From an optimization exercise on the open Yosys and OpenROAD flow, aimed at a short achievable clock period and few clock cycles; shortcuts taken in it are not production practice.
In this exercise RTL edits were held to simulation tests only and were not proved equivalent to the original.
Power is estimated from default activity; no workload was simulated.

==> wip/pepper: inputs <==
Design mips, start of the top module:
module mips(
	input clk, reset,
    output [31:0] instr_addr,
    input [31:0] instr_in,
    output [31:0] data_addr,
    input [31:0] data_in,
    output logic [31:0] data_out,
    output logic [1:0] data_access_size,
    output data_rd_wr);
==> flow/config.mk <==
export PLATFORM = sky130hd
export DESIGN_NAME = mips
export DESIGN_NICKNAME = mips
export VERILOG_FILES = /design/flow/design.v
export SDC_FILE = /design/flow/constraint.sdc
export NUM_CORES = 4
export LEC_CHECK = 0
export CAP_MARGIN = 20
export CORE_MARGIN = 2
export CORE_UTILIZATION = 40
export PLACE_DENSITY = 0.6
export SLEW_MARGIN = 20
==> flow/constraint.sdc <==
create_clock -name core_clock -period 15.0 [get_ports {clk}]
set_input_delay 3.0000 -clock core_clock [delete_from_list [all_inputs] [get_ports {clk}]]
set_output_delay 3.0000 -clock core_clock [all_outputs]
set_load 0.01 [all_outputs]
standard.sh (not shown) runs the stock make flow with config.mk's settings and CLKGATE_MAP_FILE= SYNTH_SCRIPT=/design/flow/synth_recipe.tcl, a recipe that flattens the netlist after the stock synthesis.
==> flow/flow/run.sh <==
#!/bin/bash
set -euo pipefail
bash standard.sh SETUP_SLACK_MARGIN=10.5 finish > standard_flow.log 2>&1
==> inputs of wip/quartz, as changes to wip/pepper <==
--- a/flow/design.v
+++ b/flow/design.v
@@ -153,27 +153,18 @@
 	wire [31:0] pc_plus4 = pc + 32'd4;
 	logic [BN-1:0] btb_v;
 	logic [BT-1:0] btb_tag [0:BN-1];
 	logic [BW-1:0] btb_tgt [0:BN-1];
 	wire [BI-1:0] f_idx = pc[BI+1:2];
 	wire f_hit = btb_v[f_idx] && (btb_tag[f_idx] == pc[BT+BI+1:BI+2]);
 	wire [31:0] f_pred = f_hit ? {pc[31:BW+2], btb_tgt[f_idx], pc[1:0]} : pc_plus4;
-	logic iv, iw_ptk;                           
-	logic [31:0] iw_pc, iw_pc4, iw_pnpc;
-	logic hold_v, hold_ptk, skid_v, skid_ptk;
-	logic [31:0] hold_ir, hold_pc, hold_pc4, hold_pnpc;
-	logic [31:0] skid_ir, skid_pc, skid_pc4, skid_pnpc;
+	logic id_v, id_ptk, hold_v;
+	logic [31:0] id_pc, id_pc4, hold_ir;
 	logic [31:0] ras;
-	wire [31:0] ir = hold_v ? hold_ir : skid_v ? skid_ir : instr_in;
-	wire [31:0] id_pc = hold_v ? hold_pc : skid_v ? skid_pc : iw_pc;
-	wire [31:0] id_pc4 = hold_v ? hold_pc4 : skid_v ? skid_pc4 : iw_pc4;
-	wire [31:0] id_pnpc = hold_v ? hold_pnpc : skid_v ? skid_pnpc : iw_pnpc;
-	wire id_ptk = hold_v ? hold_ptk : skid_v ? skid_ptk : iw_ptk;
-	wire id_v = hold_v || skid_v || iv;
-	wire pc_stay = hold_v && (skid_v || iv);
+	wire [31:0] ir = hold_v ? hold_ir : instr_in;
 	wire [5:0] op = ir[31:26];
 	wire [5:0] fn = ir[5:0];
 	wire [4:0] rs = ir[25:21];
 	wire [4:0] rt = ir[20:16];
 	wire [4:0] rd = ir[15:11];
 	wire [15:0] imm = ir[15:0];
 	wire is_r    = (op == 6'h00);
@@ -201,17 +192,14 @@
 	                    (is_addiu || is_lui || is_slti || is_ld) ? rt :
 	                    is_jal ? 5'd31 : 5'd0;
 	wire id_wen = (id_dst != 5'd0);
 	wire use_rs = is_addu || is_subu || is_mul || is_addiu || is_slti || is_ld || is_st || is_br || is_jr;
 	wire use_rt = is_sll || is_addu || is_subu || is_mul || is_st || is_br;
 	logic e_v;
 	logic [31:0] e_a, e_b, e_imm, e_k, e_pc, e_pc4, e_jt, e_pnpc;
-	logic [15:0] e_tlo;
-	logic [13:0] e_hip1, e_him1;
-	logic e_tc;
 	logic [4:0] e_sh, e_dst;
 	logic e_faM, e_faW, e_fbM, e_fbW, e_addop;
 	logic e_sel_add, e_sel_sub, e_sel_shl, e_sel_slt;
 	logic e_use_imm, e_wen, e_ld, e_lbu, e_st, e_sb, e_mul, e_br, e_bne, e_jmp, e_jr;
 	logic m_v;
 	logic [31:0] m_res, m_addr, m_dout;
 	logic [1:0] m_size;
@@ -247,59 +235,56 @@
 	wire haz_rt = use_rt && ((rt_e && (e_ld || e_mul)) || (!rt_e && rt_m && m_ld));
 	wire stall = id_v && (haz_rs || haz_rt);
 	wire [31:0] id_sext = {{16{imm[15]}}, imm};
 	wire [31:0] id_jtgt = {id_pc4[31:28], ir[25:0], 2'b00};
 	wire jr_ras = is_jr && (rs == 5'd31);
 	wire jr_e = is_jr && rs_e && e_addop;
 	wire br_nt = is_br && (rt == 5'd0) && rs_e && e_addop && (e_addz == is_bne);
-	wire redir_id = id_v && (id_ptk ? br_nt : (is_jmp || jr_e || jr_ras));
+	wire redir_id = id_v && !stall && (id_ptk ? br_nt : (is_jmp || jr_e || jr_ras));
 	wire [31:0] id_tgt = id_ptk ? id_pc4 : jr_e ? add_nl : jr_ras ? ras : id_jtgt;
 	wire [31:0] a = e_faM ? m_res : e_faW ? w_res : e_a;
 	wire [31:0] b = e_fbM ? m_res : e_fbW ? w_res : e_b;
 	wire [31:0] add = a + (e_use_imm ? e_imm : b);
 	wire [31:0] sub = a - b;
 	wire [31:0] shl = b << e_sh;
 	wire slt = (a < e_imm);
 	wire [31:0] res = e_sel_add ? add : e_sel_sub ? sub : e_sel_shl ? shl :
 	                  e_sel_slt ? {31'b0, slt} : e_k;
 	wire [31:0] nb = e_use_imm ? e_imm : b;
 	wire [31:0] add_nl = a + nb;
 	wire e_addz = ((a ^ nb) == {a[30:0] | nb[30:0], 1'b0});
-	wire [13:0] e_thi = (e_imm[15] ^ e_tc) ? (e_tc ? e_hip1 : e_him1) : e_pc4[31:18];
-	wire [31:0] e_tgt = e_br ? {e_thi, e_tlo, e_pc4[1:0]} : e_jt;
+	wire [31:0] e_tgt = e_br ? (e_pc4 + {e_imm[29:0], 2'b00}) : e_jt;
 	wire taken = e_jmp || (e_br && ((a == b) ^ e_bne));
 	wire eq_tgt = (e_pnpc == e_tgt);
 	wire eq_pc4 = (e_pnpc == e_pc4);
 	wire redir_e = e_v && (e_jr ? (a != e_pnpc) : taken ? !eq_tgt : !eq_pc4);
 	wire [31:0] e_npc = e_jr ? a : (taken ? e_tgt : e_pc4);
 	wire [159:0] mul_rows;
 	mul_s1 mul1(.a(a), .b(b), .rows(mul_rows));
 	wire [31:0] mul_y;
 	mul_s2 mul2(.rows(m_rows), .y(mul_y));
 	wire [BI-1:0] e_idx = e_pc[BI+1:2];
 	always @(posedge clk or posedge reset) begin
 		if (reset) begin
 			pc <= pc_init;
-			iv <= 1'b0;
+			id_v <= 1'b0;
 			hold_v <= 1'b0;
-			skid_v <= 1'b0;
 			e_v <= 1'b0;
 			m_v <= 1'b0;
 			w_v <= 1'b0;
 			m_st <= 1'b0;
 			btb_v <= '0;
 			ras <= ra_init;
 		end else begin
 			if (redir_e) pc <= e_npc;
+			else if (stall) pc <= pc;
 			else if (redir_id) pc <= id_tgt;
-			else if (pc_stay) pc <= pc;
 			else pc <= f_pred;
-			iv <= !(redir_e || redir_id);
+			id_v <= redir_e ? 1'b0 : stall ? 1'b1 : !redir_id;
 			hold_v <= stall && !redir_e;
-			skid_v <= !(redir_e || redir_id) && hold_v && (skid_v || iv);
 			e_v <= id_v && !stall && !redir_e;
 			m_v <= e_v;
 			w_v <= m_v;
 			m_st <= e_v && e_st;
 			if (e_v && (e_br || e_jmp)) begin
 				if (taken) btb_v[e_idx] <= 1'b1;
 				else if (btb_tag[e_idx] == e_pc[BT+BI+1:BI+2]) btb_v[e_idx] <= 1'b0;
@@ -308,43 +293,29 @@
 		end
 	end
 	always @(posedge clk) begin
 		if (e_v && (e_br || e_jmp) && taken) begin
 			btb_tag[e_idx] <= e_pc[BT+BI+1:BI+2];
 			btb_tgt[e_idx] <= e_tgt[BW+1:2];
 		end
-		iw_pc <= pc;
-		iw_pc4 <= pc_plus4;
-		iw_ptk <= f_hit;
-		iw_pnpc <= f_pred;
-		if (stall) begin
+		if (stall)
 			hold_ir <= ir;
-			hold_pc <= id_pc;
-			hold_pc4 <= id_pc4;
-			hold_ptk <= id_ptk || redir_id;
-			hold_pnpc <= redir_id ? id_tgt : id_pnpc;
-		end
-		if (hold_v && !skid_v) begin
-			skid_ir <= instr_in;
-			skid_pc <= iw_pc;
-			skid_pc4 <= iw_pc4;
-			skid_ptk <= iw_ptk;
-			skid_pnpc <= iw_pnpc;
+		else begin
+			id_pc <= pc;
+			id_pc4 <= pc_plus4;
+			id_ptk <= f_hit;
 		end
 		e_a <= rs_val;
 		e_b <= rt_val;
 		e_imm <= id_sext;
 		e_k <= is_lui ? {imm, 16'b0} : (id_pc4 + 32'd4);
 		e_pc <= id_pc;
 		e_pc4 <= id_pc4;
 		e_jt <= id_jtgt;
-		{e_tc, e_tlo} <= {1'b0, id_pc4[17:2]} + {1'b0, imm};
-		e_hip1 <= id_pc4[31:18] + 14'd1;
-		e_him1 <= id_pc4[31:18] - 14'd1;
-		e_pnpc <= redir_id ? id_tgt : id_pnpc;
+		e_pnpc <= redir_id ? id_tgt : pc;
 		e_sh <= ir[10:6];
 		e_dst <= id_dst;
 		e_wen <= id_wen;
 		e_faM <= rs_e;
 		e_faW <= !rs_e && rs_m;
 		e_fbM <= rt_e;
 		e_fbW <= !rt_e && rt_m;
==> notes.md <==
|  | wip/quartz | wip/pepper |
|---|---|---|
| Filler Cell Count | 21200 | 22600 |
| Power Density | 169 nW/um^2 | 164 nW/um^2 |
| Maximum number of pins on one net before global-route repair | 134 | 71 |
| Internal portion of total power | 12.7 mW | 13.9 mW |
| Site Rows | 184 | 192 |
| DP Worst Slack | 6920 ps | 6890 ps |
| Power dissipated in sequential cells | 6.60 mW | 7.48 mW |
| Post-route worst hold slack | 340 ps | 367 ps |
| Non-clock buffering overhead in the final layout | 10.8% | 11.5% |
| Number of different library cells in the post-synthesis netlist | 105 | 103 |
| CTS sink cnt | 1756 | 2009 |
| CTS Buf Count | 183 | 215 |
| Worst path setup slack after routing | 9860 ps | 9990 ps |
| Outcome | timing/DRC/antenna clean | timing/DRC/antenna clean |
| Combinational share of power | 47.1% | 44.3% |
| Clock network area share | 4.94% | 4.98% |
| Slew at the pin closest to its max-slew limit | 1370 ps | 1320 ps |
| Placeable Area | 252000 sq um | 273000 sq um |
Testbench counts of wip/pepper, summed over its fixed seeds: cycles 169,266.
Testbench counts of wip/quartz, summed over its fixed seeds: cycles 169,266.

what the ideal ports hide:
The flow's constraints put no driver on any port. The routed layouts listed below were extracted and timed again, unchanged, in two steps.
Step 1, drivers: a clkbuf_16 drives clk and a buf_2 each remaining input, both assumed.
Step 2 times the ports against the registers' clock, not the clock port: input delays grow and output delays shrink by t, the midpoint of the rising clock arrivals with the driver on.
Three values: ideal, step 1, step 2; two values: the first two.
run	t, ns	setup slack, ns	worst hold slack (ns)	clock arrival spread, ns
wip/pepper	0.978	9.994 / 9.997 / 9.075	0.367 / 0.367 / 0.367	0.097 / 0.097
wip/quartz	0.972	9.862 / 9.899 / 8.928	0.340 / 0.340 / 0.340	0.039 / 0.039
After both steps setup and hold are still met in every run listed. For wip/quartz, which loses most, drivers alone change the setup slack by +0.037 ns; drivers and shift together by -0.934 ns.
